This design comes from an exercise in tuning for small area and a short achievable clock period on the open sky130 flow, not from production work. In this exercise RTL edits were held to simulation tests only and were not proved equivalent to the original. Power and IR drop assume default switching activity.

==> flow/design.v (excerpt) <==
module FlexiPacketEngine(
input clk,
input resetn,
input validIn,
input [31:0] dataIn,
input lastIn,
output reg validOut,
output reg [31:0] dataOut,
output reg lastOut
);
localparam DEPTH = 99;                 
reg [32*DEPTH-1:0] line;               
reg [6:0]  cnt;                        
reg [6:0]  rem;                        
reg [15:0] seq;
reg        st_hdr, st_pay, st_rep1, st_rep2, st_ftr;
reg [31:0] part0, part1, part2;        
wire rx       = ~(st_hdr | st_pay | st_rep1 | st_rep2 | st_ftr);
always @(posedge clk)
	line <= {line[32*DEPTH-33:0], dataIn};
reg [99:1] sel;
integer j;
always @(*) begin
	for (j = 1; j <= 99; j = j + 1)
		sel[j] = (cnt == j);
end
wire [32*33-1:0] grp_n;                
genvar g, b;
generate
	for (g = 0; g < 33; g = g + 1) begin : grp
		for (b = 0; b < 32; b = b + 1) begin : bt
			FlexiPacketEngine_aoi222 u (
				.a1(sel[3*g+1]), .a2(line[32*(3*g)+b]),
				.b1(sel[3*g+2]), .b2(line[32*(3*g+1)+b]),
				.c1(sel[3*g+3]), .c2(line[32*(3*g+2)+b]),
				.y(grp_n[32*g+b]));
		end
	end
endgenerate
reg [31:0] or0, or1, or2;
integer k;
always @(*) begin
	or0 = 32'h0;
	or1 = 32'h0;
	or2 = 32'h0;
	for (k = 0; k < 11; k = k + 1) begin
		or0 = or0 | ~grp_n[32*k +: 32];
		or1 = or1 | ~grp_n[32*(k+11) +: 32];
		or2 = or2 | ~grp_n[32*(k+22) +: 32];
	end
end
always @(posedge clk) begin
	part0 <= or0;
	part1 <= or1;
	part2 <= or2;
end
wire [31:0] tap = part0 | part1 | part2;
always @(posedge clk or negedge resetn) begin
	if (!resetn) begin
		cnt      <= 7'd0;
		rem      <= 7'd0;
		seq      <= 16'h0001;
		st_hdr   <= 1'b0;
		st_pay   <= 1'b0;
		st_rep1  <= 1'b0;
		st_rep2  <= 1'b0;
		st_ftr   <= 1'b0;
		validOut <= 1'b0;
		lastOut  <= 1'b0;
		dataOut  <= 32'h0;
	end else begin
		if (rx)
			cnt <= validIn ? cnt + 7'd1 : 7'd0;
		if (st_hdr)
			rem <= cnt;
		else if (st_pay)
			rem <= rem - 7'd1;
		if (st_ftr)
			seq <= seq + 16'h0001;
		st_hdr   <= rx & validIn & lastIn;
		st_pay   <= st_hdr | (st_pay & (rem != 7'd1));
		st_rep1  <= st_pay & (rem == 7'd1);
		st_rep2  <= st_rep1;
		st_ftr   <= st_rep2;
		validOut <= ~rx;
		lastOut  <= st_ftr;
		dataOut  <= ({32{st_hdr}} & {seq, 9'b0, cnt})
		          | ({32{st_pay}} & tap)
		          | ({32{st_rep1 | st_rep2}} & dataOut)
		          | {32{st_ftr}};
	end
end
endmodule
Size in the first run: ~5,100 cells after synthesis, about 70 I/O pins, roughly 0.082 mm2 of cells after synthesis.
==> flow/config.mk <==
export PLATFORM = sky130hd
export DESIGN_NAME = FlexiPacketEngine
export DESIGN_NICKNAME = FlexiPacketEngine
export VERILOG_FILES = /design/flow/design.v
export SDC_FILE = /design/flow/constraint.sdc
export NUM_CORES = 4
export LEC_CHECK = 0
export CAP_MARGIN = 20
export CORE_MARGIN = 2
export CORE_UTILIZATION = 55
export PLACE_DENSITY = 0.65
export SETUP_SLACK_MARGIN = 4.3
export SLEW_MARGIN = 20
export SYNTH_HIERARCHICAL = 1
export SYNTH_MINIMUM_KEEP_SIZE = 0
==> flow/constraint.sdc <==
create_clock -name core_clock -period 7.0 [get_ports {clk}]
set_input_delay 1.4000 -clock core_clock [delete_from_list [all_inputs] [get_ports {clk}]]
set_output_delay 1.4000 -clock core_clock [all_outputs]
set_load 0.01 [all_outputs]
standard.sh (not shown) runs the stock make flow with config.mk's settings and CLKGATE_MAP_FILE= SYNTH_SCRIPT=/design/flow/synth_recipe.tcl, a recipe that flattens the netlist after the stock synthesis.
==> flow/flow/run.sh <==
#!/bin/bash
# Standard ORFS layout with three changes: ports buffered with buf_4 (not the
# delay buffer buffer_ports picks by default), timing repair free to change a
# cell's footprint, and clock tree synthesis without dummy loads.
set -euo pipefail
bash standard.sh \
  "BUFFER_PORTS_ARGS=-buffer_cell sky130_fd_sc_hd__buf_4" \
  "MATCH_CELL_FOOTPRINT=0" \
  "CTS_ARGS=-sink_clustering_enable -repair_clock_nets -dont_use_dummy_load -sink_clustering_size 20 -sink_clustering_max_diameter 45 -buf_list sky130_fd_sc_hd__clkbuf_16 -sink_clustering_buffer sky130_fd_sc_hd__clkbuf_8" \
  finish > standard_flow.log 2>&1
The baseline ran to the end with no violations.
Edit:
==> flow/run.sh (new file) <==
#!/bin/bash
# synth_recipe.tcl (not shown) runs the flow's synth.tcl, then flattens the netlist and writes it again
# the make line also repeats each setting of config.mk as NAME=value (left out here)
make -C /OpenROAD-flow-scripts/flow DESIGN_CONFIG=/design/flow/config.mk WORK_HOME=/design/flow/orfs CLKGATE_MAP_FILE= SYNTH_SCRIPT=/design/flow/synth_recipe.tcl finish
CTS_BUF_LIST = sky130_fd_sc_hd__clkbuf_16   (was default)
CTS_CLUSTER_DIAMETER = 50   (was default)
CTS_CLUSTER_SIZE = 24   (was default)
removed: flow/flow/run.sh
removed: flow/standard.sh
Result: The changed run ran to the end with no violations; design area went up by 3.5%; total power went up by 13%; count of clock-buffer cells in the layout went down by 22.
Edit:
==> flow/flow/run.sh (new file) <==
#!/bin/bash
# Standard ORFS layout with three changes: ports buffered with buf_4 (not the
# delay buffer buffer_ports picks by default), timing repair free to change a
# cell's footprint, and clock tree synthesis without dummy loads.
set -euo pipefail
bash standard.sh \
  "BUFFER_PORTS_ARGS=-buffer_cell sky130_fd_sc_hd__buf_4" \
  "MATCH_CELL_FOOTPRINT=0" \
  "CTS_ARGS=-sink_clustering_enable -repair_clock_nets -dont_use_dummy_load -sink_clustering_size 32 -sink_clustering_max_diameter 60 -buf_list sky130_fd_sc_hd__clkbuf_16" \
  finish > standard_flow.log 2>&1
==> flow/standard.sh (new file) <==
#!/bin/bash
# synth_recipe.tcl (not shown) runs the flow's synth.tcl, then flattens the netlist and writes it again
# the make line also repeats each setting of config.mk as NAME=value (left out here)
make -C /OpenROAD-flow-scripts/flow DESIGN_CONFIG=/design/flow/config.mk WORK_HOME=/design/flow/orfs CLKGATE_MAP_FILE= SYNTH_SCRIPT=/design/flow/synth_recipe.tcl "${@:-finish}"
CTS_BUF_LIST = default   (was sky130_fd_sc_hd__clkbuf_16)
CTS_CLUSTER_DIAMETER = default   (was 50)
CTS_CLUSTER_SIZE = default   (was 24)
removed: flow/run.sh
Result:
- utilization went down by 1.8 points
- setup slack gets better by 0.035 ns
- via count went down by 0.91%
- sequential power stays flat
- critical path depth stays the same
- area after synthesis stays the same
- clock power went down by 26%
- cell area went down by 2.8%
- combinational power went up by about 10%
- global-route usage went down by 0.22 points
Edit:
--- a/flow/flow/run.sh
+++ b/flow/flow/run.sh
@@ -7,4 +7,4 @@
   "BUFFER_PORTS_ARGS=-buffer_cell sky130_fd_sc_hd__buf_4" \
   "MATCH_CELL_FOOTPRINT=0" \
-  "CTS_ARGS=-sink_clustering_enable -repair_clock_nets -dont_use_dummy_load -sink_clustering_size 32 -sink_clustering_max_diameter 60 -buf_list sky130_fd_sc_hd__clkbuf_16" \
+  "CTS_ARGS=-sink_clustering_enable -repair_clock_nets -dont_use_dummy_load -sink_clustering_size 24 -sink_clustering_max_diameter 50 -buf_list sky130_fd_sc_hd__clkbuf_16" \
   finish > standard_flow.log 2>&1
CORE_UTILIZATION = 65   (was 55)
PLACE_DENSITY = 0.75   (was 0.65)
Result: Hold slack improved by 0.011 ns. Wire length fell by a few percent. Sequential cell count is unchanged. Global-route usage rose by 3.8 points. Fmax barely changes. Power rose by a few percent. Via count rose slightly. Sequential share of layout area fell by 0.50 points.

## afterwards: timing with drivers on the ports
No port has a modelled driver above. Below, the same layouts with a new extraction and two added sets of constraints. Step 1 (the two cells are an assumption about what drives the block):
set clk [get_ports {clk}]
set_driving_cell -lib_cell sky130_fd_sc_hd__clkbuf_16 $clk
set_driving_cell -lib_cell sky130_fd_sc_hd__buf_2 [delete_from_list [all_inputs] $clk]
Step 2 moves the port delays by t, midway between the first and last clock arrival at a register: inputs arrive t later, outputs are due t later. That takes back most of the time a late clock gives input paths. Slacks: no drivers / after step 1 / after step 2; pairs: no drivers / after step 1.
run | shift t [ns] | slack for setup (ns) | pins driven straight from the clock port
the first run | 0.860 | 4.190 / 4.106 / 4.273 | 1
the second run | 0.911 | 4.125 / 4.047 / 4.225 | 1
the third run | 0.860 | 4.160 / 4.085 / 4.351 | 1
the fourth run | 0.863 | 4.165 / 4.089 / 4.242 | 1
After both steps every run listed still meets setup and hold.
